This design comes from an exercise in tuning for small area, a short achievable clock period and few clock cycles on the open sky130 flow, not from production work. RTL that was checked went through simulation tests only; none was proved equivalent to the original. Only the layout flow was run in runs 1 to 6; the RTL was not checked for function there. Power figures rest on the tool's default switching activity, not on a simulated workload.

===== flow/config.mk =====
export PLATFORM = sky130hd
export DESIGN_NAME = tinyalu
export DESIGN_NICKNAME = tinyalu
export VERILOG_FILES = /design/flow/design.v
export SDC_FILE = /design/flow/constraint.sdc
export NUM_CORES = 4
export LEC_CHECK = 0
export CAP_MARGIN = 20
export CORE_MARGIN = 2
export CORE_UTILIZATION = 40
export PLACE_DENSITY = 0.6
export SETUP_SLACK_MARGIN = 2.5
export SLEW_MARGIN = 20

===== flow/constraint.sdc =====
create_clock -name core_clock -period 5.0 [get_ports {clk}]
set_input_delay 1.0000 -clock core_clock [delete_from_list [all_inputs] [get_ports {clk}]]
set_output_delay 1.0000 -clock core_clock [all_outputs]
set_load 0.01 [all_outputs]

===== flow/design.v =====
module tinyalu (
    input  wire  [7:0] A,
    input  wire  [7:0] B,
    input  wire        clk,
    input  wire  [2:0] op,
    input  wire        reset_n,
    input  wire        start,
    output wire        done,
    output wire [15:0] result
);
  reg [15:0] acc;
  reg [2:0]  cnt;      
  reg        done_r;
  wire idle = (cnt == 3'd0);
  wire [7:0] x = !idle ? acc[15:8] :
                 op[2] ? {1'b0, A[7:1] & {7{B[0]}}} : B;
  wire       m = !idle ? acc[0] : (op[2] ? B[1] : 1'b1);
  wire [8:0] s = {1'b0, x} + {1'b0, A & {8{m}}};
  always @(posedge clk) begin
    if (!idle)
      acc <= {s, acc[7:1]};
    else if (op[2])
      acc <= {s, A[0] & B[0], B[7:2]};
    else if (!op[1])
      acc <= {7'h00, s};
    else if (op[0])
      acc <= {8'h00, A ^ B};
    else
      acc <= {8'h00, A & B};
  end
  always @(posedge clk or negedge reset_n) begin
    if (!reset_n) begin
      cnt    <= 3'd0;
      done_r <= 1'b0;
    end else if (!idle) begin
      cnt    <= cnt - 3'd1;
      done_r <= (cnt == 3'd1);
    end else begin
      cnt    <= (start && op[2] && !done_r) ? 3'd6 : 3'd0;
      done_r <= start && !op[2] && (op[1:0] != 2'b00) && !done_r;
    end
  end
  assign done   = done_r;
  assign result = acc;
endmodule

===== flow/flow/run.sh =====
#!/bin/bash
# Layout flow: the standard ORFS flow, with plain buffers on the ports
# instead of the delay cells buffer_ports picks by default, and without the
# half/full adder cells, so that ABC maps the adders as ordinary logic.
set -euo pipefail
export BUFFER_PORTS_ARGS="-buffer_cell sky130_fd_sc_hd__buf_1"
export DONT_USE_CELLS="sky130_fd_sc_hd__ha_1 sky130_fd_sc_hd__ha_2 sky130_fd_sc_hd__ha_4 sky130_fd_sc_hd__fa_1 sky130_fd_sc_hd__fa_2 sky130_fd_sc_hd__fa_4"
bash standard.sh finish > run_standard.log 2>&1

===== flow/standard.sh =====
#!/bin/bash
# synth_recipe.tcl (not shown) runs the flow's synth.tcl, then flattens the netlist and writes it again
# the make line also repeats each setting of config.mk as NAME=value (left out here)
make -C /OpenROAD-flow-scripts/flow DESIGN_CONFIG=/design/flow/config.mk WORK_HOME=/design/flow/orfs CLKGATE_MAP_FILE= SYNTH_SCRIPT=/design/flow/synth_recipe.tcl "${@:-finish}"

==> summary.md, run 1 <==
| Metric | Value |
|---|---|
| Status | no timing/DRC/antenna violations |
| Die X | 67.0 um |
| Port Buffers | 38 |
| Share of layout cells above drive strength 1 | 0.202 |
| Core area | 3740 sq um |
| Boundary pin count | 39 |
| Vias | 1592 |
| R2R depth | 13 |
| CTS tree | yes |
| Clock Tree Buf Depth | 2 |
| Metal-1 WL | 2180 um |
| Worst vdd ir | 0.000289 V |
| Setup CP Type | in -> reg |
| Power per cell area | 621 nW/um^2 |
| H-tree depth | 1 |
| HPWL after DPL | 3110 um |
| Drt total wl | 4660 um |
| Post-synthesis cell area | 1590 sq um |
| Metal3 WL | 337 um |
| Worst-path clk slew | 0.09 ns |
| Final Util | 0.561 |
| Syn avg cell area | 8.21 sq um |
| Peak fanout along the critical path | 5 |
| CP Data Arrival Time | 2.91 ns |
| Cells along the critical path | buf_6 > buf_8 > and2_4 > a22oi_2 > o21a_1 > inv_1 > ha_1 > a21o_1 > o21a_2 > o41ai_4 > mux2i_1 > nand3_1 |
| Die area | 4480 sq um |
| Met2 WL post-DR | 2100 um |
| HP Class | reg -> reg |
| Post-DRT Antenna Nets | 0 |
| Global placement routability congestion | 0.852 |
| Area contributors post-synth | dfxtp_1, ha_1, dfrtp_1, o21ai_0, a21oi_1 |
| Root Buffer Master | clkbuf_8 |
| Sink Count | 20 |
| Slew Limit Fails | 0 |
| NumNets Final | 285 |
| Number of diodes | 0 |
| CP Capture Type | register |
| P_leak | 0.947 nW |
| Post-Syn Instances | 193 |
| CTS Buf Count | 3 |
| F_max | 362 MHz |
| # setup viols final | 0 |
| Syn Nets | 235 |
| Slew headroom | 0.460 |
| FF+latch count, synth | 20 |
| CP max-delay cell | o41ai_4 |
| Synthesis-to-layout area growth | 32.4% |
| Cell Rows | 22 |
| Pre-CTS WS | 1.65 ns |
| Vias in the first global route | 1506 |
| Die Ht | 67.0 um |
| Drt pass-1 iters | 4 |
| Setup WS post-layout | 2.23 ns |
| Largest net degree at the start of global routing | 21 |
| Final TNS setup | 0 ns |
| Final Critical Period | 2.77 ns |
| CP peak stage delay | 0.27 ns |
| CP required | 5.14 ns |
| Synth unique cells | 39 |
| Max-cap violations | 0 |
| Hold Fails Final Rpt | 0 |
| Drt wl/cell | 16.1 um |
| Post-route DRC | 0 |
| 1st-iter DRT viols | 75 |
| Hold_buf cts | 0 |
| Slew of the pin with the lowest slew margin | 0.807 ns |
| Worst hold path depth | 2 |
| Highest routed layer | met4 |
| Total track usage | 0.220 |
| Unrepaired setup endpoints after global routing | true |
| Setup crit start kind | input pin |
| Post-synthesis sequential area ratio | 0.265 |
| Initial antenna violation count | 0 |
| Initial Utilization | 0.423 |
| Fin Clk Skew | 0.00820 ns |
| Congestion Overflow GR | 0 |
| Vias per cell | 5.49 |
| Worst-Skew Late Latency | 0.27 ns |
| Synth area leader | dfxtp_1 |
| Warnings, synthesis | 1 |
| Final worst-path cycle share | 0.553 |
| Global-route wire length before repair | 7380 um |
| Yosys top cell area share | 0.202 |
-- cells in the mapped netlist --
library cell / n
o21a_1: 1
nor3_1: 1
mux2_2: 4
fa_1: 1
xnor2_1: 2
a22oi_1: 5
and2_1: 2
a221oi_1: 1
clkinv_1: 1
nor4bb_1: 1
clkbuf_1: 4
o211a_1: 1
o21a_2: 1
o21ai_0: 20
and3_1: 1
a211oi_1: 3
a31oi_1: 3
o2111ai_1: 1
buf_2: 6
a21o_1: 4
nor4_1: 1
nand2_1: 19
nor3b_1: 1
nor2_1: 13
o211ai_1: 1
mux2i_1: 6
o22ai_1: 1
dfrtp_1: 4
o31ai_1: 1
nand2b_1: 7
nand3_1: 2
dfxtp_1: 16
inv_1: 7
xor2_1: 4
nor2b_1: 10
o41ai_4: 1
ha_1: 19
nor4b_1: 1
a21oi_1: 16
-- sequential cells by signal, indices dropped and copies added, names as in the netlist --
register	flops
cnt	3
done_r	1
acc	16
-- placed cells by master (no fill, tap or decap), types with 4 or more instances in the layout --
cell type | netlist | routed
buf_1 | 0 | 35
dfxtp_1 | 16 | 16
a21oi_1 | 16 | 14
inv_1 | 7 | 5
nand2b_1 | 7 | 5
buf_4 | 0 | 12
nor2b_1 | 10 | 9
o21ai_1 | 0 | 7
mux2_2 | 4 | 4
nand2_1 | 19 | 19
a22oi_1 | 5 | 4
o21ai_0 | 20 | 12
xor2_1 | 4 | 4
mux2i_1 | 6 | 6
dfrtp_1 | 4 | 4
nor2_1 | 13 | 12
a21o_1 | 4 | 4
ha_1 | 19 | 17
-- final timing paths --
kind / end / start / slack (ns)
worst max-delay path: acc[7] / op[2] / 2.23
worst min-delay path: acc[1] / acc[2] / 0.45
worst max register to register: acc[7] / cnt[0] / 2.35
worst min register to register: acc[1] / acc[2] / 0.45
max in group asynchronous: cnt[0] / reset_n / 4.25
min in group asynchronous: cnt[2] / reset_n / 0.55
-- cells by family after synthesis --
family | count (synthesis) | synth area share
muxes | 10 | 0.0663
AOI/OAI and AO/OA | 60 | 0.241
DFF | 20 | 0.265
xor gates and xnor gates | 6 | 0.0331
adders and majority gates | 20 | 0.163
and+or+nand+nor | 59 | 0.185
buffers and inverters | 18 | 0.0474
-- power by group --
group / switching, mW / leakage (nW) / internal, mW
registers: 0.0451 / 0.182 / 0.245
clock network: 0.0606 / 0.0357 / 0.107
logic: 0.467 / 0.729 / 0.378
-- layout make-up --
class	instances	area, sq um
Timing Repair Buffer	53	274
Sequential cell	20	420
Tap cell	48	60.1
Multi-Input combinational cell	157	1220
Inverter	8	50.0
Clock buffer	3	41.3
Fill cell	382	1640
Clock inverter	1	30.0
-- repair_timing --
| item | CTS | global route |
|---|---|---|
| buffers inserted | 6 | 7 |
| gates cloned | 3 | 0 |
| endpoints found under the setup margin | 15 | 14 |
| pin swaps | 13 | 7 |
| gates resized for setup | 15 | 6 |
-- metrics by stage --
step | std cells | total power [mW] | hold WS (ns) | instance area [sq um]
after floorplan | 193 | 0.827 | 0.444 | 1670
after global placement | 270 | 0.987 | 0.436 | 1810
after detailed placement | 270 | 0.986 | 0.441 | 1810
after CTS | 283 | 1.25 | 0.461 | 2020
after global routing | 290 | 1.42 | 0.473 | 2100
final | 290 | 1.30 | 0.453 | 2100
-- critical path: cells and delay by family --
kind / cells / cell delay, ns
AO/OA/AOI/OAI: 5 / 0.92
buffers and inverters: 3 / 0.28
adder cells (fa/ha/maj): 1 / 0.26
AND/OR/NAND/NOR: 2 / 0.24
multiplexers: 1 / 0.22
-- per-layer routing --
layer,up-vias,global-route usage
met1,742,0.309
met2,60,0.345
met4,0,0.0357
li1,786,-
met5,-,0
met3,4,0.0507
==> run 2: changes to the inputs <==
--- a/flow/design.v
+++ b/flow/design.v
@@ -14,5 +14,4 @@
   wire idle = (cnt == 3'd0);
-  wire [7:0] x = !idle ? acc[15:8] :
-                 op[2] ? {1'b0, A[7:1] & {7{B[0]}}} : B;
-  wire       m = !idle ? acc[0] : (op[2] ? B[1] : 1'b1);
+  wire [7:0] x = idle ? B : acc[15:8];
+  wire       m = idle | acc[0];
   wire [8:0] s = {1'b0, x} + {1'b0, A & {8{m}}};
@@ -22,3 +21,3 @@
     else if (op[2])
-      acc <= {s, A[0] & B[0], B[7:2]};
+      acc <= {1'b0, A & {8{B[0]}}, B[7:1]};
     else if (!op[1])
@@ -38,3 +37,3 @@
     end else begin
-      cnt    <= (start && op[2] && !done_r) ? 3'd6 : 3'd0;
+      cnt    <= (start && op[2] && !done_r) ? 3'd7 : 3'd0;
       done_r <= start && !op[2] && (op[1:0] != 2'b00) && !done_r;
==> flow/flow/run.sh (replaced) <==
#!/bin/bash
# Layout flow: the standard ORFS flow (standard.sh, which runs the
# standard synthesis script) with two changes:
#  - the ports get plain buf_1 buffers instead of the delay cells that
#    buffer_ports picks by default;
#  - the half/full adder cells are added to the platform's don't-use list,
#    so that ABC maps the adders as ordinary gates.
# ORFS's own logs go to orfs/logs/; make's output goes to run_standard.log.
set -euo pipefail
export BUFFER_PORTS_ARGS="-buffer_cell sky130_fd_sc_hd__buf_1"
PLATFORM_DONT_USE="sky130_fd_sc_hd__probe_p_8 sky130_fd_sc_hd__probec_p_8 sky130_fd_sc_hd__lpflow_bleeder_1 sky130_fd_sc_hd__lpflow_clkbufkapwr_1 sky130_fd_sc_hd__lpflow_clkbufkapwr_16 sky130_fd_sc_hd__lpflow_clkbufkapwr_2 sky130_fd_sc_hd__lpflow_clkbufkapwr_4 sky130_fd_sc_hd__lpflow_clkbufkapwr_8 sky130_fd_sc_hd__lpflow_clkinvkapwr_1 sky130_fd_sc_hd__lpflow_clkinvkapwr_16 sky130_fd_sc_hd__lpflow_clkinvkapwr_2 sky130_fd_sc_hd__lpflow_clkinvkapwr_4 sky130_fd_sc_hd__lpflow_clkinvkapwr_8 sky130_fd_sc_hd__lpflow_decapkapwr_12 sky130_fd_sc_hd__lpflow_decapkapwr_3 sky130_fd_sc_hd__lpflow_decapkapwr_4 sky130_fd_sc_hd__lpflow_decapkapwr_6 sky130_fd_sc_hd__lpflow_decapkapwr_8 sky130_fd_sc_hd__lpflow_inputiso0n_1 sky130_fd_sc_hd__lpflow_inputiso0p_1 sky130_fd_sc_hd__lpflow_inputiso1n_1 sky130_fd_sc_hd__lpflow_inputiso1p_1 sky130_fd_sc_hd__lpflow_inputisolatch_1 sky130_fd_sc_hd__lpflow_isobufsrc_1 sky130_fd_sc_hd__lpflow_isobufsrc_16 sky130_fd_sc_hd__lpflow_isobufsrc_2 sky130_fd_sc_hd__lpflow_isobufsrc_4 sky130_fd_sc_hd__lpflow_isobufsrc_8 sky130_fd_sc_hd__lpflow_isobufsrckapwr_16 sky130_fd_sc_hd__lpflow_lsbuf_lh_hl_isowell_tap_1 sky130_fd_sc_hd__lpflow_lsbuf_lh_hl_isowell_tap_2 sky130_fd_sc_hd__lpflow_lsbuf_lh_hl_isowell_tap_4 sky130_fd_sc_hd__lpflow_lsbuf_lh_isowell_4 sky130_fd_sc_hd__lpflow_lsbuf_lh_isowell_tap_1 sky130_fd_sc_hd__lpflow_lsbuf_lh_isowell_tap_2 sky130_fd_sc_hd__lpflow_lsbuf_lh_isowell_tap_4 "
ADDERS="sky130_fd_sc_hd__ha_1 sky130_fd_sc_hd__ha_2 sky130_fd_sc_hd__ha_4 sky130_fd_sc_hd__fa_1 sky130_fd_sc_hd__fa_2 sky130_fd_sc_hd__fa_4"
bash standard.sh "DONT_USE_CELLS=$PLATFORM_DONT_USE $ADDERS" finish > run_standard.log 2>&1
--- a/flow/config.mk
+++ b/flow/config.mk
@@ -7,2 +7,3 @@
 export LEC_CHECK = 0
+export ABC_AREA = 1
 export CAP_MARGIN = 20
==> run 2 against run 1 <==
Compared with the run above:
- die area rose by 11%
- synthesized cell count increased by 46%
- still clean on timing, DRC and antenna
- largest power group unchanged
- critical path depth is 7 lower
==> summary.md, run 2 <==
| Metric | Value |
|---|---|
| Non-Filler Instances | 372 (+28%) |
| Combinational power share | 0.722 (+0.073) |
| Initial antenna violation count | 0 (unchanged) |
| Number of flip-flops under the largest register name | 16 (unchanged) |
| Most frequent cells in the layout | nand2_1, buf_1, inv_1 |
| Power per cell area | 789 nW/um^2 (+27%) |
| Die Ht | 70.5 um (+5.2%) |
| FILL cells | 496 (+30%) |
| # setup viols final | 0 (unchanged) |
| Top-count cell post-synth | nand2_1 |
| Seq pwr share | 0.196 (-0.027) |
| FF-to-FF setup slack | 2.80 ns (+0.45 ns) |
| Global-route wire length before repair | 8410 um (+14%) |
| Ys flop type | dfxtp_1 |
| Port Buffers | 38 (unchanged) |
| Die area | 4960 sq um (+11%) |
| Core area | 4290 sq um (+15%) |
| Worst reg2reg startpoint | cnt[0] |
| Placed Instances | 365 (+35%) |
| Largest net degree at the start of global routing | 37 (+76%) |
| Peak fanout along the critical path | 13 (+8) |
| CP Depth | 5 (-7) |
| Post-DRT Antenna Nets | 0 (unchanged) |
| Synthesis-to-layout area growth | 13.3% |
| Unrepaired setup endpoints after global routing | false |
| Final Critical Period | 2.20 ns (-0.561 ns) |
| Synth cell count leaders | nand2_1, inv_1, nor2_1, nand3_1, dfxtp_1 |
| Clock Power Share | 0.081 (-0.048) |
| CP dominant cell by count | inv_1 |
| Share of layout cells above drive strength 1 | 0.128 (-0.0744) |
| Delay-heaviest family, CP | buffers and inverters |
| Setup CP Type | in -> reg |
| Global placement routability congestion | 0.883 (+3.7%) |
| Hold Fails Final Rpt | 0 (unchanged) |
| Die X | 70.5 um (+5.2%) |
| Initial Utilization | 0.411 (-0.0120) |
| Warnings, synthesis | 1 (unchanged) |
| Commonest non-fill, non-tap cell in the layout | nand2_1 |
| Highest routed layer | met4 |
| Pre-CTS WS | 2.56 ns (+0.918 ns) |
| CTS Buf Count | 3 (unchanged) |
| Area contributors post-synth | nand2_1, dfxtp_1, dfrtp_1, nand3_1, inv_1 |
| Syn avg cell area | 6.26 sq um (-24%) |
| Number of diodes | 0 (unchanged) |
| Post-synthesis cell area | 1770 sq um (+11%) |
| HP Class | reg -> reg |
| Boundary pin count | 39 (unchanged) |
| HPWL after DPL | 3870 um (+25%) |
| CP max-delay cell | nor2_1 |
| Async SR Flop Fraction | 0.200 (unchanged) |
| Final worst-path cycle share | 0.441 (-0.112) |
| 1st-iter DRT viols | 90 (+20%) |
| Biggest register | acc |
| CP Capture Type | register |
| Metal3 WL | 277 um (-18%) |
| Total track usage | 0.211 (-0.00872) |
| Cell Rows | 24 (+9.1%) |
| Slew headroom | 0.629 (+0.169) |
| Cells along the critical path | buf_1 > inv_1 > nor2_1 > inv_1 > o21ai_0 |
| Internal | 714 uW (-2.3%) |
| CP Data Arrival Time | 2.40 ns (-0.51 ns) |
| FF+latch count, synth | 20 (unchanged) |
| CP endpoint | acc[13] |
| Post-route DRC | 0 (unchanged) |
| Post-Syn Instances | 282 (+46%) |
| Max-cap violations | 0 (unchanged) |
| Yosys top cell area share | 0.191 (-0.0108) |
| Slew Limit Fails | 0 (unchanged) |
| Post-synthesis sequential area ratio | 0.238 (-0.0272) |
| F_max | 454 MHz (+25%) |
| NumNets Final | 343 (+20%) |
| Synth unique cells | 37 (-5.1%) |
| Worst-path clk slew | 0.08 ns (about the same) |
| R2R depth | 13 (unchanged) |
| H-tree depth | 1 (unchanged) |
| Final Util | 0.466 (-0.0946) |
| Drt wl/cell | 13.4 um (-17%) |
| Final TNS setup | 0 ns (unchanged) |
| Worst vdd ir | 0.000408 V (+41%) |
| Setup WS post-layout | 2.80 ns (+0.561 ns) |
| Largest registers | acc x16, cnt x3, done_r x1 |
| Clock Tree Buf Depth | 2 (unchanged) |
| CTS tree | yes |
| Crit. Startpoint | op[2] |
| Metal-1 WL | 2390 um (+9.5%) |
| Switching portion of total power | 0.548 (+0.109) |
| Vias in the first global route | 1831 (+22%) |
| Reg-to-Reg End | acc[7] |
| Vias | 1932 (+21%) |
| Setup crit start kind | input pin |
| Fin Clk Skew | 0.00295 ns (-0.00525 ns) |
| Drt pass-1 iters | 4 (unchanged) |
| Crit path buf inv count | 3 (unchanged) |
| CP peak stage delay | 0.46 ns (+0.19 ns) |
| P_leak | 0.951 nW (+0.46%) |
| Vias per cell | 5.19 (-5.4%) |
| Root Buffer Master | clkbuf_8 |
| Met2 WL post-DR | 2280 um (+8.8%) |
| Worst hold path depth | 2 (unchanged) |
| Drt total wl | 4980 um (+7.0%) |
| Worst-Skew Late Latency | 0.27 ns (about the same) |
| Synth area leader | nand2_1 |
| CP required | 5.20 ns (+0.06 ns) |
| Syn Nets | 304 (+29%) |
| Slew of the pin with the lowest slew margin | 0.556 ns (-0.251 ns) |
| Sink Count | 20 (unchanged) |
| Congestion Overflow GR | 0 (unchanged) |
| Psw | 866 uW (+51%) |
| Status | no timing/DRC/antenna violations |
| Post-synth EDFFs | 0 (unchanged) |
## run 2: changes by cell type after synthesis, moves of 6 or more
cell / delta
nand2_1: +71
ha_1: -19
inv_1: +18
nand3_1: +18
nand2_2: +12
nor2_1: +10
nor2b_1: -10
nand2b_1: -7
mux2i_1: -6
## run 2: cell families (layout without fill, tap and decap cells)
family          count (synthesis)  in the layout  share of synthesized area
simple gates                  166            166                      0.438
compound gates                 50             50                      0.185
buf+inv                        37             75                     0.0942
flops                          20             20                      0.238
xor+xnor                        8              8                     0.0397
fa+ha+maj                       1              1                    0.00567
## run 2: worst min path at each step
stage                       from     end  slack [ns]
after floorplan           acc[1]  acc[0]        0.49
after global placement    acc[1]  acc[0]        0.45
after detailed placement  acc[2]  acc[1]        0.46
after CTS                 acc[2]  acc[1]        0.49
after global routing      acc[1]  acc[0]        0.52
final                     acc[2]  acc[1]        0.48
## run 2: cell type report
type	count	area, sq um	share of cell area
Multi-Input combinational cell	225	1180	0.589
Sequential cell	20	420	0.210
Timing Repair Buffer	42	173	0.0863
Tap cell	52	65.1	0.0325
Inverter	29	109	0.0544
Clock buffer	4	55.1	0.0275
## run 2: repair_timing
action                                  CTS  global route
hold buffers                              0             0
buffers inserted                          0             3
endpoints found under the setup margin    0             5
resized for setup                         0             0
## run 2: routing by layer
metal / vias up / GRT usage
li1: 991 / -
met1: 887 / 0.285
met2: 49 / 0.347
met3: 5 / 0.0404
met4: 0 / 0.0491
met5: - / 0
## run 2: tightest hold or removal path, stage by stage (launching register included)
cell and delay (ns):
dfxtp_1 0.34, nand2_1 0.05, o21ai_0 0.06
## run 2: power groups by stage
stage / Sequential (mW) / Combinational, mW / Clock [mW]
finish: 0.310 / 1.14 / 0.129
global route: 0.321 / 1.30 / 0.140
CTS: 0.309 / 1.13 / 0.132
detailed placement: 0.312 / 1.12 / 0
global placement: 0.312 / 1.12 / 0
floorplan: 0.336 / 0.882 / 0
## run 2: through the flow
stage	area (sq um)	hold slack, ns	total power, mW
detailed placement	1920	0.457	1.43
finish	2000	0.478	1.58
floorplan	1770	0.493	1.22
CTS	1980	0.485	1.57
global route	2000	0.522	1.76
global placement	1920	0.452	1.43
==> run 3: changes to the inputs <==
--- a/flow/config.mk
+++ b/flow/config.mk
@@ -12,3 +12,3 @@
 export PLACE_DENSITY = 0.6
-export SETUP_SLACK_MARGIN = 2.5
+export SETUP_SLACK_MARGIN = 3.0
 export SLEW_MARGIN = 20
==> run 3 against run 2 <==
Compared with the run above:
- still clean on timing, DRC and antenna
- register-to-register slack better by 0.20 ns
- area after synthesis unchanged
- via count increased by 5.5%
- synthesized cell count stayed put
- core utilization up 7.8 points
- critical path type unchanged
==> summary.md, run 3 <==
| Metric | Value |
|---|---|
| Synth unique cells | 37 (unchanged) |
| Syn avg cell area | 6.26 sq um (unchanged) |
| Delay-heaviest family, CP | simple AND/OR/NAND/NOR gates |
| Vias in the first global route | 1885 (+2.9%) |
| Drt total wl | 5610 um (+13%) |
| Hold Fails Final Rpt | 0 (unchanged) |
| HPWL after DPL | 3870 um (unchanged) |
| FILL cells | 462 (-6.9%) |
| Cell Rows | 24 (unchanged) |
| Biggest register | acc |
| Die area | 4960 sq um (unchanged) |
| Share of layout cells above drive strength 1 | 0.278 (+0.150) |
| Synthesis-to-layout area growth | 32.2% |
| NumNets Final | 361 (+5.2%) |
| # setup viols final | 0 (unchanged) |
| Global-route wire length before repair | 8740 um (+3.9%) |
| CP Capture Type | register |
| Final TNS setup | 0 ns (unchanged) |
| P_leak | 1.12 nW (+18%) |
| FF+latch count, synth | 20 (unchanged) |
| Die Ht | 70.5 um (unchanged) |
| CP dominant cell by count | nand3_2 |
| Worst-path clk slew | 0.08 ns (about the same) |
| Slew headroom | 0.621 (-0.00804) |
| Unrepaired setup endpoints after global routing | true |
| Status | no timing/DRC/antenna violations |
| Largest net degree at the start of global routing | 19 (-49%) |
| Clock Tree Buf Depth | 2 (unchanged) |
| Drt wl/cell | 14.4 um (+7.4%) |
| H-tree depth | 1 (unchanged) |
| Post-Syn Instances | 282 (unchanged) |
| Setup WS post-layout | 3.00 ns (+0.201 ns) |
| CTS tree | yes |
| Cells along the critical path | clkbuf_2 > nand3_2 > nand2_2 > nand3_2 > o21ai_2 > xor2_1 > nand2_1 > a21oi_2 |
| Vias per cell | 5.23 (+0.62%) |
| Slew of the pin with the lowest slew margin | 0.566 ns (+0.00996 ns) |
| Core area | 4290 sq um (unchanged) |
| Drt pass-1 iters | 4 (unchanged) |
| F_max | 499 MHz (+10%) |
| CTS Buf Count | 3 (unchanged) |
| Most frequent cells in the layout | nand2_1, inv_1, buf_1 |
| Commonest non-fill, non-tap cell in the layout | nand2_1 |
| Initial Utilization | 0.411 (unchanged) |
| Power per cell area | 842 nW/um^2 (+6.7%) |
| Crit path buf inv count | 1 (-2) |
| Warnings, synthesis | 1 (unchanged) |
| Pre-CTS WS | 2.56 ns (unchanged) |
| Worst-Skew Late Latency | 0.27 ns (about the same) |
| Worst vdd ir | 0.000412 V (+0.90%) |
| Number of flip-flops under the largest register name | 16 (unchanged) |
| Syn Nets | 304 (unchanged) |
| Async SR Flop Fraction | 0.200 (unchanged) |
| Yosys top cell area share | 0.191 (unchanged) |
| Post-synth EDFFs | 0 (unchanged) |
| Initial antenna violation count | 0 (unchanged) |
| Fin Clk Skew | 0.00349 ns (+0.000547 ns) |
| Boundary pin count | 39 (unchanged) |
| Post-synthesis sequential area ratio | 0.238 (unchanged) |
| Vias | 2038 (+5.5%) |
| Congestion Overflow GR | 0 (unchanged) |
| Slew Limit Fails | 0 (unchanged) |
| Synth area leader | nand2_1 |
| Setup crit start kind | input pin |
| Post-DRT Antenna Nets | 0 (unchanged) |
| Post-synthesis cell area | 1770 sq um (unchanged) |
| Sink Count | 20 (unchanged) |
| Setup CP Type | in -> reg |
| Max-cap violations | 0 (unchanged) |
| Global placement routability congestion | 0.883 (unchanged) |
| Port Buffers | 38 (unchanged) |
| Synth cell count leaders | nand2_1, inv_1, nor2_1, nand3_1, dfxtp_1 |
| Top-count cell post-synth | nand2_1 |
| CP required | 5.19 ns (about the same) |
| CP max-delay cell | xor2_1 |
| Final worst-path cycle share | 0.401 (-0.0402) |
| Total track usage | 0.221 (+0.00989) |
| Root Buffer Master | clkbuf_8 |
| CP peak stage delay | 0.24 ns (-0.22 ns) |
| Area contributors post-synth | nand2_1, dfxtp_1, dfrtp_1, nand3_1, inv_1 |
| Peak fanout along the critical path | 3 (-10) |
| Post-route DRC | 0 (unchanged) |
| CP Data Arrival Time | 2.20 ns (-0.20 ns) |
| HP Class | reg -> reg |
| Final Critical Period | 2.00 ns (-0.201 ns) |
| Hold_buf cts | 0 (unchanged) |
| Ys flop type | dfxtp_1 |
| Number of diodes | 0 (unchanged) |
| 1st-iter DRT viols | 91 (+1.1%) |
| Die X | 70.5 um (unchanged) |
| Largest registers | acc x16, cnt x3, done_r x1 |
run 3: cell counts after synthesis:
Identical to the previous run, type by type.
run 3: final timing paths:
path / from / end / slack [ns] / cells past startpoint
worst max-delay path: B[0] / acc[2] / 3.00 / 8
worst min-delay path: acc[2] / acc[1] / 0.48 / 2
worst max register to register: cnt[1] / acc[2] / 3.00 / 10
worst min register to register: acc[2] / acc[1] / 0.48 / 2
max in group asynchronous: reset_n / cnt[0] / 4.23 / 1
min in group asynchronous: reset_n / cnt[2] / 0.56 / 1
run 3: timing repair:
action | 4_1_cts | 5_1_grt
setup endpoints to repair | 16 | 14
resized for setup | 13 | 35
buffers inserted | 9 | 9
hold endpoints to repair | 0 | 0
gates cloned | 1 | 2
pin swaps | 3 | 14
run 3: layout make-up:
type / count / area (sq um) / share of cell area
Multi-Input combinational cell: 227 / 1290 / 0.553
Sequential cell: 20 / 422 / 0.181
Timing Repair Buffer: 58 / 387 / 0.166
Inverter: 29 / 115 / 0.0493
Tap cell: 52 / 65.1 / 0.0279
Clock buffer: 4 / 55.1 / 0.0236
run 3: cells by family (layout without fill, tap and decap cells):
group           after synthesis  in the layout  synth area share
flops                        20             20             0.238
xor+xnor                      8              8            0.0397
simple gates                166            168             0.438
buf+inv                      37             91            0.0942
fa+ha+maj                     1              1           0.00567
compound gates               50             50             0.185
run 3: worst register-to-register path, stage by stage, from the launching register on:
cell,delay [ns]
dfrtp_1,0.43
nor2_4,0.16
buf_12,0.14
nand2_8,0.09
nand2_8,0.11
buf_4,0.13
nand3_2,0.11
o21ai_2,0.22
xor2_1,0.24
nand2_1,0.11
a21oi_2,0.20
run 3: stage by stage:
step	area (sq um)	hold WS [ns]	instances	util	power [mW]
detailed placement	1920	0.457	365	0.448	1.43
global placement	1920	0.452	365	0.448	1.43
finish	2330	0.481	390	0.544	1.97
floorplan	1770	0.493	282	-	1.22
CTS	2120	0.485	379	0.494	1.72
global route	2330	0.522	390	0.544	2.14
run 3: power by group:
group | total, mW | internal (mW) | switching [mW] | leakage, nW
clock network | 0.129 | 0.0703 | 0.0585 | 0.0288
registers | 0.313 | 0.251 | 0.0620 | 0.184
logic | 1.52 | 0.620 | 0.905 | 0.907
total | 1.97 | 0.941 | 1.03 | 1.12
run 3: layer usage:
layer / up-vias / global-route usage / part of all wire
met5: - / 0 / 0
met4: 0 / 0.0491 / 0.014
met3: 8 / 0.0418 / 0.063
met2: 67 / 0.368 / 0.46
met1: 930 / 0.295 / 0.47
li1: 1033 / - / -
==> run 4: changes to the inputs <==
==> flow/design.v (replaced) <==
module tinyalu (
    input  wire  [7:0] A,
    input  wire  [7:0] B,
    input  wire        clk,
    input  wire  [2:0] op,
    input  wire        reset_n,
    input  wire        start,
    output wire        done,
    output wire [15:0] result
);
  reg [15:0] acc;
  reg [1:0]  cnt;      
  reg        done_r;
  wire idle = (cnt == 2'd0);
  wire [7:0] h  = idle ? (op[2] ? 8'h00 : B) : acc[15:8];
  wire [1:0] mb = idle ? (op[2] ? B[1:0] : 2'b01) : acc[1:0];
  wire [9:0] s  = {2'b00, h} + {2'b00, A & {8{mb[0]}}} + {1'b0, A & {8{mb[1]}}, 1'b0};
  wire [5:0] lo = idle ? B[7:2] : acc[7:2];
  always @(posedge clk) begin
    if (!idle || op[2])
      acc <= {s, lo};
    else if (!op[1])
      acc <= {7'h00, s[8:0]};
    else if (op[0])
      acc <= {8'h00, A ^ B};
    else
      acc <= {8'h00, A & B};
  end
  always @(posedge clk or negedge reset_n) begin
    if (!reset_n) begin
      cnt    <= 2'd0;
      done_r <= 1'b0;
    end else if (!idle) begin
      cnt    <= cnt - 2'd1;
      done_r <= (cnt == 2'd1);
    end else begin
      cnt    <= (start && op[2] && !done_r) ? 2'd3 : 2'd0;
      done_r <= start && !op[2] && (op[1:0] != 2'b00) && !done_r;
    end
  end
  assign done   = done_r;
  assign result = acc;
endmodule
--- a/flow/config.mk
+++ b/flow/config.mk
@@ -12,3 +12,3 @@
 export PLACE_DENSITY = 0.6
-export SETUP_SLACK_MARGIN = 3.0
+export SETUP_SLACK_MARGIN = 2.5
 export SLEW_MARGIN = 20
==> run 4 against run 3 <==
Compared with the run above:
- largest cell class unchanged
- synthesized cell count rose by 21%
- still clean
- highest routed layer unchanged
- count of clock-buffer cells in the layout fell by 1
- sequential cell count decreased by 1
==> summary.md, run 4 <==
| Metric | Value |
|---|---|
| Status | no timing/DRC/antenna violations |
| FILL cells | 461 (-0.22%) |
| Number of flip-flops under the largest register name | 16 (unchanged) |
| Commonest non-fill, non-tap cell in the layout | nand2_1 |
| Fin Clk Skew | 0.00816 ns (+0.00466 ns) |
| Mux cell area share after synthesis | 0 (unchanged) |
| Congestion Overflow GR | 0 (unchanged) |
| Ys flop type | dfxtp_1 |
| Cell Rows | 25 (+4.2%) |
| Hold Fails Final Rpt | 0 (unchanged) |
| Port Buffers | 38 (unchanged) |
| 1st-iter DRT viols | 121 (+33%) |
| CP Data Arrival Time | 2.55 ns (+0.35 ns) |
| Post-DRT Antenna Nets | 0 (unchanged) |
| Setup WS post-layout | 2.60 ns (-0.400 ns) |
| Root Buffer Master | clkbuf_8 |
| Biggest register | acc |
| Worst-Skew Late Latency | 0.27 ns (about the same) |
| Syn Nets | 362 (+19%) |
| Largest net degree at the start of global routing | 19 (unchanged) |
| Slew Limit Fails | 0 (unchanged) |
| Post-Synth XOR/XNOR Area | 0.0179 (-0.0218) |
| Max-cap violations | 0 (unchanged) |
| CP Capture Type | register |
| Post-Syn Instances | 340 (+21%) |
| Worst hold path depth | 2 (unchanged) |
| FF+latch count, synth | 19 (-5.0%) |
| Post-synth EDFFs | 0 (unchanged) |
| Vias in the first global route | 2063 (+9.4%) |
| Synth Area in Simple Gates | 0.471 (+0.0336) |
| Yosys top cell area share | 0.209 (+0.0173) |
| Global-route wire length before repair | 9870 um (+13%) |
| Global placement routability congestion | 0.888 (+0.59%) |
| NumNets Final | 412 (+14%) |
| Drt pass-1 iters | 5 (+1) |
| Vias per cell | 5.27 (+0.84%) |
| Post-synthesis compound-gate area fraction | 0.180 (-0.00500) |
| CTS tree | yes |
| Synth area leader | nand2_1 |
| H-tree depth | 1 (unchanged) |
| Synthesis-to-layout area growth | 40.8% |
| Setup CP Type | in -> reg |
| # setup viols final | 0 (unchanged) |
| Unrepaired setup endpoints after global routing | false |
| CTS Buf Count | 3 (unchanged) |
| Vias | 2403 (+18%) |
| Boundary pin count | 39 (unchanged) |
| Async SR Flop Fraction | 0.158 (-0.0421) |
| Met2 usage | 0.391 (+0.0229) |
| HPWL after DPL | 4650 um (+20%) |
| Sink Count | 19 (-5.0%) |
| Share of layout cells above drive strength 1 | 0.332 (+0.0535) |
| Largest family of logic cells by synthesized area | simple AND/OR/NAND/NOR gates |
| Total track usage | 0.233 (+0.0121) |
| GR Util met3 | 0.0203 (-0.0215) |
| Die area | 5480 sq um (+10%) |
| F_max | 416 MHz (-17%) |
| Worst vdd ir | 0.000408 V (-1.0%) |
| P_leak | 1.31 nW (+17%) |
| Final TNS setup | 0 ns (unchanged) |
| Drt total wl | 6580 um (+17%) |
| Warnings, synthesis | 1 (unchanged) |
| Core area | 4720 sq um (+10%) |
| Pre-CTS WS | 2.05 ns (-0.517 ns) |
| Busiest grt layer | met2 |
| Slew of the pin with the lowest slew margin | 0.601 ns (+0.0352 ns) |
| Final Critical Period | 2.40 ns (+0.400 ns) |
| HP Class | reg -> reg |
| Power per cell area | 784 nW/um^2 (-6.8%) |
| CP required | 5.14 ns (-0.05 ns) |
| Area contributors post-synth | nand2_1, dfxtp_1, nand3_1, inv_1, o21ai_0 |
| Top-count cell post-synth | nand2_1 |
| Die X | 74.0 um (+5.1%) |
| Largest registers | acc x16, cnt x2, done_r x1 |
| Initial Utilization | 0.415 (+0.00394) |
| Synth cell count leaders | nand2_1, inv_1, nand3_1, nor2_1, o21ai_0 |
| Peak fanout along the critical path | 7 (+4) |
| Final worst-path cycle share | 0.481 (+0.0800) |
| Most frequent cells in the layout | nand2_1, inv_1, nand2_2, buf_1, nand3_1 |
| Post-synthesis adder-cell area fraction | 0.00510 (-0.000564) |
| Initial antenna violation count | 0 (unchanged) |
| Post-synthesis sequential area ratio | 0.202 (-0.0364) |
| Synth unique cells | 33 (-11%) |
| Clock Tree Buf Depth | 2 (unchanged) |
| Syn avg cell area | 5.77 sq um (-7.9%) |
| Die Ht | 74.0 um (+5.1%) |
| Met1 Use GR | 0.322 (+0.0271) |
| Post-synthesis cell area | 1960 sq um (+11%) |
| Number of diodes | 0 (unchanged) |
| Post-route DRC | 0 (unchanged) |
| Slew headroom | 0.598 (-0.0236) |
| R2R depth | 14 (+4) |
| Worst-path clk slew | 0.09 ns (about the same) |
| Drt wl/cell | 14.4 um (+0.35%) |
| Setup crit start kind | input pin |
[run 4: layout make-up]
| type | count | area (sq um) | share of cell area |
|---|---|---|---|
| multi-input combinational | 263 | 1720 | 0.624 |
| sequential | 19 | 395 | 0.143 |
| timing repair buffer | 50 | 297 | 0.107 |
| inverter | 53 | 216 | 0.0784 |
| tap | 67 | 83.8 | 0.0304 |
| clock buffer | 3 | 41.3 | 0.0150 |
| clock inverter | 1 | 5.00 | 0.00181 |
[run 4: per-layer routing]
layer	share of wire	vias to the layer above	wire [um]
met2	0.48	96	3170
met3	0.054	13	355
met5	0	-	0
met1	0.44	1094	2910
met4	0.021	0	141
li1	-	1200	-
[run 4: final timing paths]
| path | startpoint | end | slack [ns] |
|---|---|---|---|
| min in group asynchronous | reset_n | done_r | 0.52 |
| max | B[0] | acc[12] | 2.60 |
| min reg2reg | acc[3] | acc[1] | 0.50 |
| min | acc[3] | acc[1] | 0.50 |
| max reg2reg | cnt[1] | acc[12] | 2.66 |
| max in group asynchronous | reset_n | cnt[0] | 4.33 |
[run 4: metrics by stage]
stage / hold slack [ns] / util / cells / instance area, sq um / power, mW
after floorplan: 0.489 / - / 340 / 1960 / 1.27
after global placement: 0.469 / 0.454 / 439 / 2140 / 1.53
after detailed placement: 0.486 / 0.454 / 439 / 2140 / 1.54
after CTS: 0.496 / 0.480 / 444 / 2270 / 1.71
after global routing: 0.528 / 0.585 / 456 / 2760 / 2.36
final: 0.504 / 0.585 / 456 / 2760 / 2.17
[run 4: power by group]
group | switching (mW) | internal, mW
Combinational | 1.14 | 0.617
Sequential | 0.0573 | 0.233
Clock | 0.0616 | 0.0557
Total | 1.26 | 0.906
[run 4: timing repair]
item                                    in CTS  in global routing
pin swaps                                    4                 36
hold buffers                                 0                  0
gates cloned                                 1                  0
gates resized for setup                     21                108
buffers inserted                             0                 12
endpoints found under the setup margin      13                 13
[run 4: worst max-delay path: stages]
cell and delay (ns):
buf_8 0.09, inv_6 0.03, nand2_4 0.08, nand2_8 0.08
nand2_8 0.14, nand2_2 0.08, nand2_4 0.09, nand2_1 0.07
nand2_2 0.11, nand2_2 0.08, nand2_2 0.09, nand3_4 0.11
nand2_4 0.11, nand2_4 0.06, o21ai_2 0.14, nand2_2 0.08
nand2_1 0.06, nor2_1 0.04
[run 4: cells by family after synthesis]
kind of cell	count (synthesis)
AND/OR/NAND/NOR	201
buffers and inverters	59
AO/OA/AOI/OAI	56
flip-flops	19
XOR/XNOR	4
adder cells (fa/ha/maj)	1
==> run 5: changes to the inputs <==
--- a/flow/config.mk
+++ b/flow/config.mk
@@ -12,3 +12,3 @@
 export PLACE_DENSITY = 0.6
-export SETUP_SLACK_MARGIN = 2.5
+export SETUP_SLACK_MARGIN = 2.0
 export SLEW_MARGIN = 20
==> run 5 against run 4 <==
Compared with the run above:
- sequential power barely moved
- non-clock buffer count down 12
- synthesized cell count unchanged
- clock power fell by 3%
- die area unchanged
- final cell count decreased by 2.9%
==> summary.md, run 5 <==
| Metric | Value |
|---|---|
| Synth cell count leaders | nand2_1, inv_1, nand3_1, nor2_1, o21ai_0 |
| 1st-iter DRT viols | 140 (+16%) |
| R2R depth | 11 (-3) |
| Hold Fails Final Rpt | 0 (unchanged) |
| Yosys top cell area share | 0.209 (unchanged) |
| Pwr Total | 1.65 mW (-24%) |
| Worst reg2reg startpoint | cnt[1] |
| Multi-input gate area | 1320 sq um (-23%) |
| CTS Buf Count | 3 (unchanged) |
| Congestion Overflow GR | 0 (unchanged) |
| # setup viols final | 0 (unchanged) |
| Post-synth EDFFs | 0 (unchanged) |
| F_max | 372 MHz (-11%) |
| Share of layout cells above drive strength 1 | 0.0984 (-0.233) |
| Slew of the pin with the lowest slew margin | 0.564 ns (-0.0370 ns) |
| HP Start | acc[3] |
| Largest registers | acc x16, cnt x2, done_r x1 |
| Reg-to-Reg End | acc[4] |
| Largest net degree at the start of global routing | 19 (unchanged) |
| Final instance area | 2190 sq um (-21%) |
| P_leak | 1.14 nW (-13%) |
| Post-route DRC | 0 (unchanged) |
| Cell Rows | 25 (unchanged) |
| Boundary pin count | 39 (unchanged) |
| CP max-delay cell | a21boi_0 |
| Async SR Flop Fraction | 0.158 (unchanged) |
| Max-cap violations | 0 (unchanged) |
| Register area | 395 sq um (unchanged) |
| Slew headroom | 0.624 (+0.0262) |
| Drt pass-1 iters | 5 (unchanged) |
| Setup crit start kind | input pin |
| Initial antenna violation count | 0 (unchanged) |
| Unrepaired setup endpoints after global routing | false |
| Power per cell area | 754 nW/um^2 (-3.8%) |
| Status | no timing/DRC/antenna violations |
| CP peak stage delay | 0.34 ns (+0.20 ns) |
| Worst-Skew Late Latency | 0.26 ns (about the same) |
| Final worst-path cycle share | 0.538 (+0.0576) |
| Top-count cell post-synth | nand2_1 |
| Biggest register | acc |
| Most frequent cells in the layout | nand2_1, inv_1, buf_1 |
| Global-route wire length before repair | 9560 um (-3.1%) |
| Post-synthesis sequential area ratio | 0.202 (unchanged) |
| Worst Hold Path EP | acc[1] |
| Vias | 2254 (-6.2%) |
| Final TNS setup | 0 ns (unchanged) |
| Port Buffers | 38 (unchanged) |
| Setup repair bufs after CTS | 0 (unchanged) |
| Number of flip-flops under the largest register name | 16 (unchanged) |
| Commonest non-fill, non-tap cell in the layout | nand2_1 |
| Die area | 5480 sq um (unchanged) |
| FF-to-FF setup slack | 2.48 ns (-0.18 ns) |
| NumNets Final | 399 (-3.2%) |
| Total track usage | 0.224 (-0.00896) |
| Worst hold path depth | 2 (unchanged) |
| Clock Tree Buf Depth | 2 (unchanged) |
| Number of diodes | 0 (unchanged) |
| Synth area leader | nand2_1 |
| Final Critical Period | 2.69 ns (+0.288 ns) |
| Worst-path clk slew | 0.08 ns (about the same) |
| Syn avg cell area | 5.77 sq um (unchanged) |
| Core area | 4720 sq um (unchanged) |
| Area contributors post-synth | nand2_1, dfxtp_1, nand3_1, inv_1, o21ai_0 |
| FF+latch count, synth | 19 (unchanged) |
| Placed Area | 2140 sq um (unchanged) |
| Synth unique cells | 33 (unchanged) |
| Sink Count | 19 (unchanged) |
| Vias per cell | 5.09 (-3.4%) |
| CTS tree | yes |
| Setup CP Type | in -> reg |
| Die X | 74.0 um (unchanged) |
| Hold_buf cts | 0 (unchanged) |
| HPWL after DPL | 4650 um (unchanged) |
| CP Capture Type | register |
| Ys flop type | dfxtp_1 |
| Peak fanout along the critical path | 13 (+6) |
| Drt wl/cell | 13.0 um (-10%) |
| H-tree depth | 1 (unchanged) |
| Slew Limit Fails | 0 (unchanged) |
| Post-CTS sizing | 0 (-100%) |
| Cells along the critical path | buf_1 > nand2_2 > nand2_4 > nand2_4 > nand3_1 > a21boi_0 > nor2_1 > nor2_1 > nand2_1 > nand2_1 > xor2_1 > o21ai_1 |
| Die Ht | 74.0 um (unchanged) |
| FILL cells | 517 (+12%) |
| Root Buffer Master | clkbuf_8 |
| CP required | 5.15 ns (about the same) |
| Initial Utilization | 0.415 (unchanged) |
| Delay-heaviest family, CP | simple AND/OR/NAND/NOR gates |
| Post-synthesis cell area | 1960 sq um (unchanged) |
| Hold Worst Slack | 0.499 ns (-0.00430 ns) |
| Crit path buf inv count | 1 (-1) |
| CP Data Arrival Time | 2.84 ns (+0.29 ns) |
| Fin Clk Skew | 0.00450 ns (-0.00366 ns) |
| HP Class | reg -> reg |
| Post-DRT Antenna Nets | 0 (unchanged) |
| Global placement routability congestion | 0.888 (unchanged) |
| Post-Syn Instances | 340 (unchanged) |
| Warnings, synthesis | 1 (unchanged) |
| Vias in the first global route | 2036 (-1.3%) |
| Drt total wl | 5740 um (-13%) |
| Syn Nets | 362 (unchanged) |
| Worst vdd ir | 0.000344 V (-16%) |
| Synthesis-to-layout area growth | 11.6% |
==> run 5: cell type report <==
class,count,area share
clock buffer,3,0.0189
clock inverter,1,0.00229
inverter,53,0.0909
multi-input combinational,262,0.604
sequential,19,0.181
tap,67,0.0383
timing repair buffer,38,0.0651
==> run 5: worst register-to-register path: stages, from the launching register on <==
cell and delay, ns:
dfrtp_1 0.44, nor2_4 0.42, nand2_1 0.12, o21ai_2 0.20, nor2_1 0.13, a21boi_0 0.34, nor2_1 0.09, nor2_1 0.15
nand2_1 0.09, nand2_1 0.10, xor2_1 0.25, o21ai_1 0.08
==> run 5: cell families (layout without fill, tap and decap cells) <==
logic type      count (synthesis)  count (layout)  synth area share
simple gates                  201             201             0.471
xor+xnor                        4               4            0.0179
compound gates                 56              56             0.180
fa+ha+maj                       1               1           0.00510
buf+inv                        59              95             0.124
flops                          19              19             0.202
==> run 5: worst max-delay path by stage <==
stage | cells past startpoint | end | from | slack [ns]
after floorplan | 17 | acc[8] | B[0] | 2.52
after global placement | 16 | acc[14] | op[2] | 2.05
after detailed placement | 16 | acc[14] | op[2] | 2.05
after CTS | 12 | acc[4] | op[2] | 2.32
after global routing | 16 | acc[7] | op[2] | 2.03
final | 12 | acc[4] | op[2] | 2.31
==> run 5: power by group <==
| part | total, mW | internal [mW] | switching [mW] |
|---|---|---|---|
| Combinational | 1.25 | 0.388 | 0.863 |
| Clock | 0.113 | 0.0556 | 0.0578 |
| Sequential | 0.288 | 0.233 | 0.0544 |
==> run 5: through the flow <==
step,cells,worst slack [ns],utilization
after floorplan,340,2.52,-
after global placement,439,2.05,0.454
after detailed placement,439,2.05,0.454
after CTS,443,2.32,0.464
after global routing,443,2.03,0.464
final,443,2.31,0.464
==> run 5: per-layer routing <==
metal,track usage,part of all wire,vias up
met5,0,0,-
met4,0.0545,0.021,0
met3,0.0298,0.055,9
met2,0.382,0.45,77
met1,0.300,0.47,991
li1,-,-,1177
==> run 6: changes to the inputs <==
==> flow/flow/run.sh (replaced) <==
#!/bin/bash
# Layout flow: the standard ORFS flow (standard.sh) with these changes:
#  - synthesis is synth_recipe.tcl (the standard synthesis script) with ABC
#    run on flow/abc.script, an area-oriented mapping (amap);
#  - the ports get plain buf_1 buffers instead of the delay cells that
#    buffer_ports picks by default;
#  - the half/full adder cells are added to the platform's don't-use list,
#    so that ABC maps the adders as ordinary gates.
# ORFS's own logs go to orfs/logs/; make's output goes to run_standard.log.
set -euo pipefail
HERE=$(pwd)
export FLOW_ABC_SCRIPT="$HERE/flow/abc.script"
export BUFFER_PORTS_ARGS="-buffer_cell sky130_fd_sc_hd__buf_1"
{ head -n 1 synth_recipe.tcl; cat flow/abc_override.tcl; tail -n +2 synth_recipe.tcl; } > synth_custom.tcl
PLATFORM_DONT_USE="sky130_fd_sc_hd__probe_p_8 sky130_fd_sc_hd__probec_p_8 sky130_fd_sc_hd__lpflow_bleeder_1 sky130_fd_sc_hd__lpflow_clkbufkapwr_1 sky130_fd_sc_hd__lpflow_clkbufkapwr_16 sky130_fd_sc_hd__lpflow_clkbufkapwr_2 sky130_fd_sc_hd__lpflow_clkbufkapwr_4 sky130_fd_sc_hd__lpflow_clkbufkapwr_8 sky130_fd_sc_hd__lpflow_clkinvkapwr_1 sky130_fd_sc_hd__lpflow_clkinvkapwr_16 sky130_fd_sc_hd__lpflow_clkinvkapwr_2 sky130_fd_sc_hd__lpflow_clkinvkapwr_4 sky130_fd_sc_hd__lpflow_clkinvkapwr_8 sky130_fd_sc_hd__lpflow_decapkapwr_12 sky130_fd_sc_hd__lpflow_decapkapwr_3 sky130_fd_sc_hd__lpflow_decapkapwr_4 sky130_fd_sc_hd__lpflow_decapkapwr_6 sky130_fd_sc_hd__lpflow_decapkapwr_8 sky130_fd_sc_hd__lpflow_inputiso0n_1 sky130_fd_sc_hd__lpflow_inputiso0p_1 sky130_fd_sc_hd__lpflow_inputiso1n_1 sky130_fd_sc_hd__lpflow_inputiso1p_1 sky130_fd_sc_hd__lpflow_inputisolatch_1 sky130_fd_sc_hd__lpflow_isobufsrc_1 sky130_fd_sc_hd__lpflow_isobufsrc_16 sky130_fd_sc_hd__lpflow_isobufsrc_2 sky130_fd_sc_hd__lpflow_isobufsrc_4 sky130_fd_sc_hd__lpflow_isobufsrc_8 sky130_fd_sc_hd__lpflow_isobufsrckapwr_16 sky130_fd_sc_hd__lpflow_lsbuf_lh_hl_isowell_tap_1 sky130_fd_sc_hd__lpflow_lsbuf_lh_hl_isowell_tap_2 sky130_fd_sc_hd__lpflow_lsbuf_lh_hl_isowell_tap_4 sky130_fd_sc_hd__lpflow_lsbuf_lh_isowell_4 sky130_fd_sc_hd__lpflow_lsbuf_lh_isowell_tap_1 sky130_fd_sc_hd__lpflow_lsbuf_lh_isowell_tap_2 sky130_fd_sc_hd__lpflow_lsbuf_lh_isowell_tap_4 "
ADDERS="sky130_fd_sc_hd__ha_1 sky130_fd_sc_hd__ha_2 sky130_fd_sc_hd__ha_4 sky130_fd_sc_hd__fa_1 sky130_fd_sc_hd__fa_2 sky130_fd_sc_hd__fa_4"
bash standard.sh "DONT_USE_CELLS=$PLATFORM_DONT_USE $ADDERS" "SYNTH_SCRIPT=$HERE/synth_custom.tcl" finish > run_standard.log 2>&1
==> flow/flow/abc.script (new file) <==
strash
dch
amap
topo
stime -c
buffer -c
upsize -c
dnsize -c
==> flow/flow/abc_override.tcl (new file) <==
# Run ABC with flow/abc.script instead of ORFS's abc_area/abc_speed script.
proc abc {args} {
  set i [lsearch -exact $args -script]
  if {$i >= 0} {
    set args [lreplace $args [expr {$i + 1}] [expr {$i + 1}] $::env(FLOW_ABC_SCRIPT)]
  }
  yosys abc {*}$args
}
--- a/flow/config.mk
+++ b/flow/config.mk
@@ -7,3 +7,2 @@
 export LEC_CHECK = 0
-export ABC_AREA = 1
 export CAP_MARGIN = 20
@@ -12,3 +11,3 @@
 export PLACE_DENSITY = 0.6
-export SETUP_SLACK_MARGIN = 2.0
+export SETUP_SLACK_MARGIN = 2.5
 export SLEW_MARGIN = 20
==> run 6 against run 5 <==
Compared with the run above:
- fmax down 20%
- sequential cell count unchanged
- sequential share of layout area up 0.69 points
- first-iteration DRC count down 13%
- clock power down 4%
- design area down 3.7%
- largest cell class unchanged
==> summary.md, run 6 <==
| Metric | Value |
|---|---|
| # setup viols final | 0 (unchanged) |
| NumNets Final | 308 (-23%) |
| Synth unique cells | 38 (+15%) |
| Worst-path clk slew | 0.08 ns (about the same) |
| Cell Rows | 22 (-12%) |
| Syn Nets | 248 (-31%) |
| Largest registers | acc x16, cnt x2, done_r x1 |
| Crit. Startpoint | B[0] |
| 1st-iter DRT viols | 122 (-13%) |
| Ys flop type | dfxtp_1 |
| Post-synth EDFFs | 0 (unchanged) |
| H-tree depth | 1 (unchanged) |
| Post-synthesis cell area | 1520 sq um (-22%) |
| Cells along the critical path | buf_8 > o32ai_4 > buf_12 > nor2_1 > nand2_1 > o21a_1 > nand2_2 > o21ai_4 > a21oi_4 > a31oi_4 > inv_2 > o311ai_4 > nand2_1 > nand3_1 > o21ai_2 > a21oi_2 > o22ai_1 > nand2_1 > o21ai_2 |
| Number of flip-flops under the largest register name | 16 (unchanged) |
| Share of layout cells above drive strength 1 | 0.256 (+0.158) |
| Hold Fails Final Rpt | 0 (unchanged) |
| Setup crit start kind | input pin |
| Slew Limit Fails | 0 (unchanged) |
| Drt pass-1 iters | 4 (-1) |
| CP required | 5.14 ns (about the same) |
| FF+latch count, synth | 19 (unchanged) |
| Total track usage | 0.232 (+0.00785) |
| Biggest register | acc |
| Post-DRT Antenna Nets | 0 (unchanged) |
| Initial antenna violation count | 0 (unchanged) |
| Synth area leader | dfxtp_1 |
| Sink Count | 19 (unchanged) |
| Synthesis-to-layout area growth | 38.7% |
| Slew of the pin with the lowest slew margin | 0.479 ns (-0.0850 ns) |
| Fin Clk Skew | 0.00847 ns (+0.00397 ns) |
| CP dominant cell by count | nand2_1 |
| Area contributors post-synth | dfxtp_1, nor2_1, nand2_1, o21ai_0, inv_1 |
| Root Buffer Master | clkbuf_8 |
| Congestion Overflow GR | 0 (unchanged) |
| HP Class | reg -> reg |
| Drt total wl | 4990 um (-13%) |
| Initial Utilization | 0.416 (about the same) |
| Top-count cell post-synth | nor2_1 |
| Drt wl/cell | 15.0 um (+16%) |
| Power per cell area | 759 nW/um^2 (+0.67%) |
| CP max-delay cell | o311ai_4 |
| Die Ht | 65.7 um (-11%) |
| Vias | 1814 (-20%) |
| Number of diodes | 0 (unchanged) |
| Yosys top cell area share | 0.211 (+0.00198) |
| CP Capture Type | register |
| Worst reg2reg startpoint | cnt[0] |
| Die area | 4310 sq um (-21%) |
| CTS Buf Count | 3 (unchanged) |
| CP Data Arrival Time | 3.49 ns (+0.65 ns) |
| Vias per cell | 5.45 (+7.1%) |
| CTS tree | yes |
| Warnings, synthesis | 1 (unchanged) |
| HPWL after DPL | 3420 um (-26%) |
| Port Buffers | 38 (unchanged) |
| Vias in the first global route | 1645 (-19%) |
| Core area | 3660 sq um (-22%) |
| Synth cell count leaders | nor2_1, nand2_1, inv_1, o21ai_0, dfxtp_1 |
| Final worst-path cycle share | 0.670 (+0.132) |
| Most frequent cells in the layout | buf_1, nor2_1, nand2_1 |
| P_leak | 0.874 nW (-24%) |
| Global placement routability congestion | 0.862 (-3.0%) |
| Post-Syn Instances | 226 (-34%) |
| Largest net degree at the start of global routing | 18 (-1) |
| Boundary pin count | 39 (unchanged) |
| Setup CP Type | in -> reg |
| HP Start | acc[6] |
| Status | no timing/DRC/antenna violations |
| Worst vdd ir | 0.000325 V (-5.7%) |
| Commonest non-fill, non-tap cell in the layout | buf_1 |
| CP peak stage delay | 0.31 ns (-0.03 ns) |
| Global-route wire length before repair | 7760 um (-19%) |
| Die X | 65.7 um (-11%) |
| Final Critical Period | 3.35 ns (+0.661 ns) |
| Hold_buf cts | 0 (unchanged) |
| Peak fanout along the critical path | 6 (-7) |
| Syn avg cell area | 6.73 sq um (+17%) |
| Post-synthesis sequential area ratio | 0.260 (+0.0583) |
| Post-route DRC | 0 (unchanged) |
| Clock Tree Buf Depth | 2 (unchanged) |
| Final TNS setup | 0 ns (unchanged) |
| Pwr Total | 1.60 mW (-3.0%) |
| F_max | 298 MHz (-20%) |
| Async SR Flop Fraction | 0.158 (unchanged) |
| Max-cap violations | 0 (unchanged) |
| Unrepaired setup endpoints after global routing | true |
| Slew headroom | 0.672 (+0.0484) |
| Worst-Skew Late Latency | 0.26 ns (about the same) |
-- run 6: cell count changes after synthesis, moves of 4 or more --
cell      change
inv_1        -24
nand3_1      -36
nand2_1      -73
o21a_1        +7
o311ai_0      +5
xor2_1        -4
nand3_2       -5
nand2_2       -4
o22ai_1       +6
nand2_4       -5
nor2_1       +11
o221ai_1      +7
a221oi_1      -6
-- run 6: path summary, 6_finish.rpt --
| path | slack (ns) | cells past startpoint | end |
|---|---|---|---|
| worst max-delay path | 1.65 | 19 | acc[7] |
| worst min-delay path | 0.48 | 2 | acc[4] |
| worst max register to register | 1.76 | 20 | acc[7] |
| worst min register to register | 0.48 | 2 | acc[4] |
| max in group asynchronous | 4.31 | 1 | done_r |
| min in group asynchronous | 0.54 | 1 | cnt[0] |
-- run 6: kinds of logic (layout without fill, tap and decap cells) --
family,Yosys count,after routing,synth area share
and+or+nand+nor,88,88,0.252
buffers and inverters,31,90,0.0789
DFF,19,19,0.260
AOI/OAI and AO/OA,88,88,0.409
-- run 6: worst max-delay path: cells and delay by family --
| kind | cells | cell delay, ns |
|---|---|---|
| compound gates | 10 | 1.55 |
| simple gates | 6 | 0.59 |
| buf+inv | 3 | 0.34 |
-- run 6: cell type report --
type	count	area, sq um
clock buffer	4	45.0
fill	368	1550
inverter	27	111
multi-input combinational	176	1170
sequential	19	395
tap	48	60.1
timing repair buffer	59	332
-- run 6: metal layers --
| layer | GRT usage | part of all wire |
|---|---|---|
| met1 | 0.302 | 0.45 |
| met2 | 0.409 | 0.49 |
| met3 | 0.0377 | 0.053 |
| met4 | 0.0313 | 0.0090 |
| met5 | 0 | 0 |
-- run 6: through the flow --
step,cell area (sq um),setup WS (ns),utilization,cells,hold slack [ns]
finish,2110,1.65,0.576,333,0.482
global placement,1720,0.987,0.471,308,0.479
detailed placement,1720,0.996,0.471,308,0.472
CTS,1980,1.80,0.541,327,0.486
floorplan,1540,1.80,-,226,0.478
global route,2110,1.48,0.576,333,0.509
-- run 6: power breakdown --
part	switching, mW	internal [mW]
clock network	0.0524	0.0568
logic	0.703	0.508
registers	0.0511	0.231
-- run 6: what timing repair did --
item / in CTS / in global routing
setup endpoints to repair: 15 / 15
gates resized for setup: 23 / 15
pin swaps: 15 / 2
setup buffers: 15 / 6
endpoints found under the hold margin: 0 / 0
==> run 7: changes to the inputs <==
==> flow/design.v (replaced) <==
module tinyalu (
    input  wire  [7:0] A,
    input  wire  [7:0] B,
    input  wire        clk,
    input  wire  [2:0] op,
    input  wire        reset_n,
    input  wire        start,
    output wire        done,
    output wire [15:0] result
);
  reg [15:0] acc;
  reg [2:0]  cnt;      
  reg        done_r;
  wire idle = (cnt == 3'd0);
  wire [7:0] x = idle ? B : acc[15:8];
  wire [7:0] y = A & {8{idle | acc[0]}};
  wire [7:0] p = x ^ y;
  wire [7:0] g = x & y;
  wire [7:0] g1 = {g[7] | (p[7] & g[6]), g[6], g[5] | (p[5] & g[4]), g[4],
                   g[3] | (p[3] & g[2]), g[2], g[1] | (p[1] & g[0]), g[0]};
  wire [7:0] p1 = {p[7] & p[6], p[6], p[5] & p[4], p[4],
                   p[3] & p[2], p[2], p[1] & p[0], p[0]};
  wire [7:0] g2 = {g1[7:6] | (p1[7:6] & {2{g1[5]}}), g1[5:4],
                   g1[3:2] | (p1[3:2] & {2{g1[1]}}), g1[1:0]};
  wire [7:0] p2 = {p1[7:6] & {2{p1[5]}}, p1[5:4],
                   p1[3:2] & {2{p1[1]}}, p1[1:0]};
  wire [7:0] g3 = {g2[7:4] | (p2[7:4] & {4{g2[3]}}), g2[3:0]};
  wire [8:0] c  = {g3, 1'b0};
  wire [8:0] s = {c[8], p ^ c[7:0]};
  always @(posedge clk) begin
    if (!idle)
      acc <= {s, acc[7:1]};
    else if (op[2])
      acc <= {1'b0, A & {8{B[0]}}, B[7:1]};
    else if (!op[1])
      acc <= {7'h00, s};
    else if (op[0])
      acc <= {8'h00, p};
    else
      acc <= {8'h00, g};
  end
  always @(posedge clk or negedge reset_n) begin
    if (!reset_n) begin
      cnt    <= 3'd0;
      done_r <= 1'b0;
    end else if (!idle) begin
      cnt    <= cnt - 3'd1;
      done_r <= (cnt == 3'd1);
    end else begin
      cnt    <= (start && op[2] && !done_r) ? 3'd7 : 3'd0;
      done_r <= start && !op[2] && (op[1:0] != 2'b00) && !done_r;
    end
  end
  assign done   = done_r;
  assign result = acc;
endmodule
==> run 7 against run 6 <==
Compared with the run above:
- still clean on timing, DRC and antenna
- final cell count is 22% lower
- setup slack better by 0.78 ns
- count of clock-buffer cells in the layout stayed put
- sequential share of layout area is 6.3 points higher
- first-iteration DRC count is 38% lower
- clock skew is 0.0065 ns lower
- critical endpoint unchanged
- highest routed layer unchanged
==> summary.md, run 7 <==
| Metric | Value |
|---|---|
| Largest net degree at the start of global routing | 18 (unchanged) |
| Yosys top cell area share | 0.252 (+0.0412) |
| F_max | 388 MHz (+30%) |
| Top-count cell post-synth | nand2_1 |
| Hold Fails Final Rpt | 0 (unchanged) |
| Global placement routability congestion | 0.871 (+1.1%) |
| Switching portion of total power | 0.497 (-0.00586) |
| HPWL after DPL | 2480 um (-27%) |
| CP max-delay cell | dfrtp_1 |
| Die X | 60.4 um (-8.0%) |
| Final TNS setup | 0 ns (unchanged) |
| P_leak | 0.660 nW (-25%) |
| Warnings, synthesis | 1 (unchanged) |
| Core area | 3030 sq um (-17%) |
| Worst-path clk slew | 0.12 ns (+0.04 ns) |
| Internal | 702 uW (-12%) |
| Post-DRT Antenna Nets | 0 (unchanged) |
| Die Ht | 60.4 um (-8.0%) |
| # setup viols final | 0 (unchanged) |
| Seq pwr share | 0.215 (+0.039) |
| Psw | 694 uW (-14%) |
| H-tree depth | 1 (unchanged) |
| Vias in the first global route | 1314 (-20%) |
| Commonest non-fill, non-tap cell in the layout | buf_1 |
| Drt total wl | 3970 um (-20%) |
| Hold_buf cts | 0 (unchanged) |
| CP dominant cell by count | nor2_4 |
| Setup crit start kind | register |
| Combinational power share | 0.712 (-0.044) |
| Async SR Flop Fraction | 0.200 (+0.0421) |
| Setup WS post-layout | 2.42 ns (+0.776 ns) |
| Max-cap violations | 0 (unchanged) |
| 1st-iter DRT viols | 76 (-38%) |
| HP Class | in -> async |
| Final Critical Period | 2.58 ns (-0.776 ns) |
| Pre-CTS WS | 2.16 ns (+1.16 ns) |
| Worst reg2reg startpoint | cnt[1] |
| Share of layout cells above drive strength 1 | 0.244 (-0.0119) |
| Status | no timing/DRC/antenna violations |
| Number of diodes | 0 (unchanged) |
| Worst-Skew Late Latency | 0.32 ns (+0.06 ns) |
| Clock Tree Buf Depth | 2 (unchanged) |
| Slew Limit Fails | 0 (unchanged) |
| Root Buffer Master | clkbuf_4 |
| Drt wl/cell | 15.2 um (+1.4%) |
| CP required | 5.28 ns (+0.14 ns) |
| Most frequent cells in the layout | buf_1, nand2_1, dfxtp_1, buf_4, o22ai_1 |
| Pwr Total | 1.40 mW (-13%) |
| Port Buffers | 38 (unchanged) |
| Die area | 3650 sq um (-15%) |
| Largest registers | acc x16, cnt x3, done_r x1 |
| Post-synthesis sequential area ratio | 0.330 (+0.0705) |
| CP Capture Type | register |
| Vias per cell | 5.61 (+2.9%) |
| FF+latch count, synth | 20 (+1) |
| Vias | 1463 (-19%) |
| Total track usage | 0.212 (-0.0201) |
| Final Util | 0.555 (-0.0217) |
| Area contributors post-synth | dfxtp_1, dfrtp_1, o22ai_1, o21ai_0, nand2_1 |
| Clock Power Share | 0.073 (+0.005) |
| Placed Area | 1430 sq um (-17%) |
| Setup CP Type | reg -> reg |
| Fin Clk Skew | 0.00194 ns (-0.00652 ns) |
| Crit. Startpoint | cnt[1] |
| Congestion Overflow GR | 0 (unchanged) |
| NumNets Final | 240 (-22%) |
| Synthesis-to-layout area growth | 32.0% |
| CTS Buf Count | 3 (unchanged) |
| Synth area leader | dfxtp_1 |
| Cells along the critical path | nor2_4 > nand2_8 > inv_16 > nor2_4 > nor2_2 > nand2_2 > o21ai_2 > o21ai_4 > a21oi_4 > nor3_2 > buf_4 > o31ai_2 > o21ai_0 > o2111ai_1 > o21a_1 |
| Final worst-path cycle share | 0.515 (-0.155) |
## run 7: layout make-up
| type | count | area, sq um | share of cell area |
|---|---|---|---|
| flip-flops and latches | 20 | 420 | 0.250 |
| well taps | 44 | 55.1 | 0.0328 |
| clock buffers | 4 | 36.3 | 0.0216 |
| repair inverters | 1 | 8.76 | 0.00522 |
| inverters | 15 | 72.6 | 0.0432 |
| repair buffers | 54 | 263 | 0.156 |
| multi-input cells | 123 | 823 | 0.490 |
## run 7: cell families after synthesis
kind of cell,count (synthesis),share of synthesized area
compound gates,67,0.367
buf+inv,22,0.0777
flops,20,0.330
simple gates,56,0.225
## run 7: per-layer routing
metal  vias to the layer above  track usage  share of wire
met3                         3       0.0362          0.072
met1                       689        0.270           0.44
met5                         -            0              0
met4                         0       0.0698         0.0058
met2                        60        0.363           0.48
li1                        711            -              -
## run 7: power groups by stage
stage	clock network, mW	registers (mW)	logic, mW
2_1_floorplan	0	0.330	0.575
3_3_place_gp	0	0.303	0.749
3_5_place_dp	0	0.306	0.751
4_1_cts	0.0998	0.299	0.848
5_1_grt	0.107	0.308	1.09
6_report	0.101	0.300	0.994
## run 7: what timing repair did
| item | 4_1_cts | 5_1_grt |
|---|---|---|
| cloned | 1 | 0 |
| pin swaps | 3 | 10 |
| gates resized for setup | 5 | 21 |
| setup endpoints to repair | 7 | 10 |
| setup buffers | 8 | 8 |
## run 7: path summary, 6_finish.rpt
path / end / depth (start not counted)
hold reg to reg: acc[5] / 1
hold / removal: cnt[1] / 1
max in group asynchronous: done_r / 1
setup reg to reg: acc[7] / 15
setup / recovery: acc[7] / 15
min in group core_clock: acc[5] / 1
## run 7: critical path: cells and delay by family (launching register included)
family,cells,cell delay [ns]
simple gates,6,0.69
compound gates,7,1.15
buf+inv,2,0.25
flops,1,0.43
Testbench counts of run 7, summed over its fixed seeds: cycles 44,915.

port drivers added, routing unchanged:
The flow's constraints put no driver on any port. The routed layouts listed below were extracted and timed again, unchanged, in two steps. Step 1, drivers: a clkbuf_16 drives clk and a buf_2 each remaining input, both assumed. Step 2 also shifts input and output timing later by t, the mid clock arrival at the registers, as if the neighbouring blocks saw the same clock. Slacks: ideal / step 1 / step 2; pairs: ideal / step 1.
run | t (ns) | slack for setup (ns)
run 1 | 0.289 | 2.235 / 2.226 / 1.937
run 2 | 0.287 | 2.796 / 2.798 / 2.511
run 3 | 0.289 | 2.997 / 2.999 / 2.709
run 4 | 0.293 | 2.597 / 2.570 / 2.277
run 5 | 0.288 | 2.309 / 2.315 / 2.027
run 6 | 0.278 | 1.648 / 1.630 / 1.352
run 7 | 0.338 | 2.424 / 2.424 / 2.098
After both steps setup and hold are still met in every run listed.
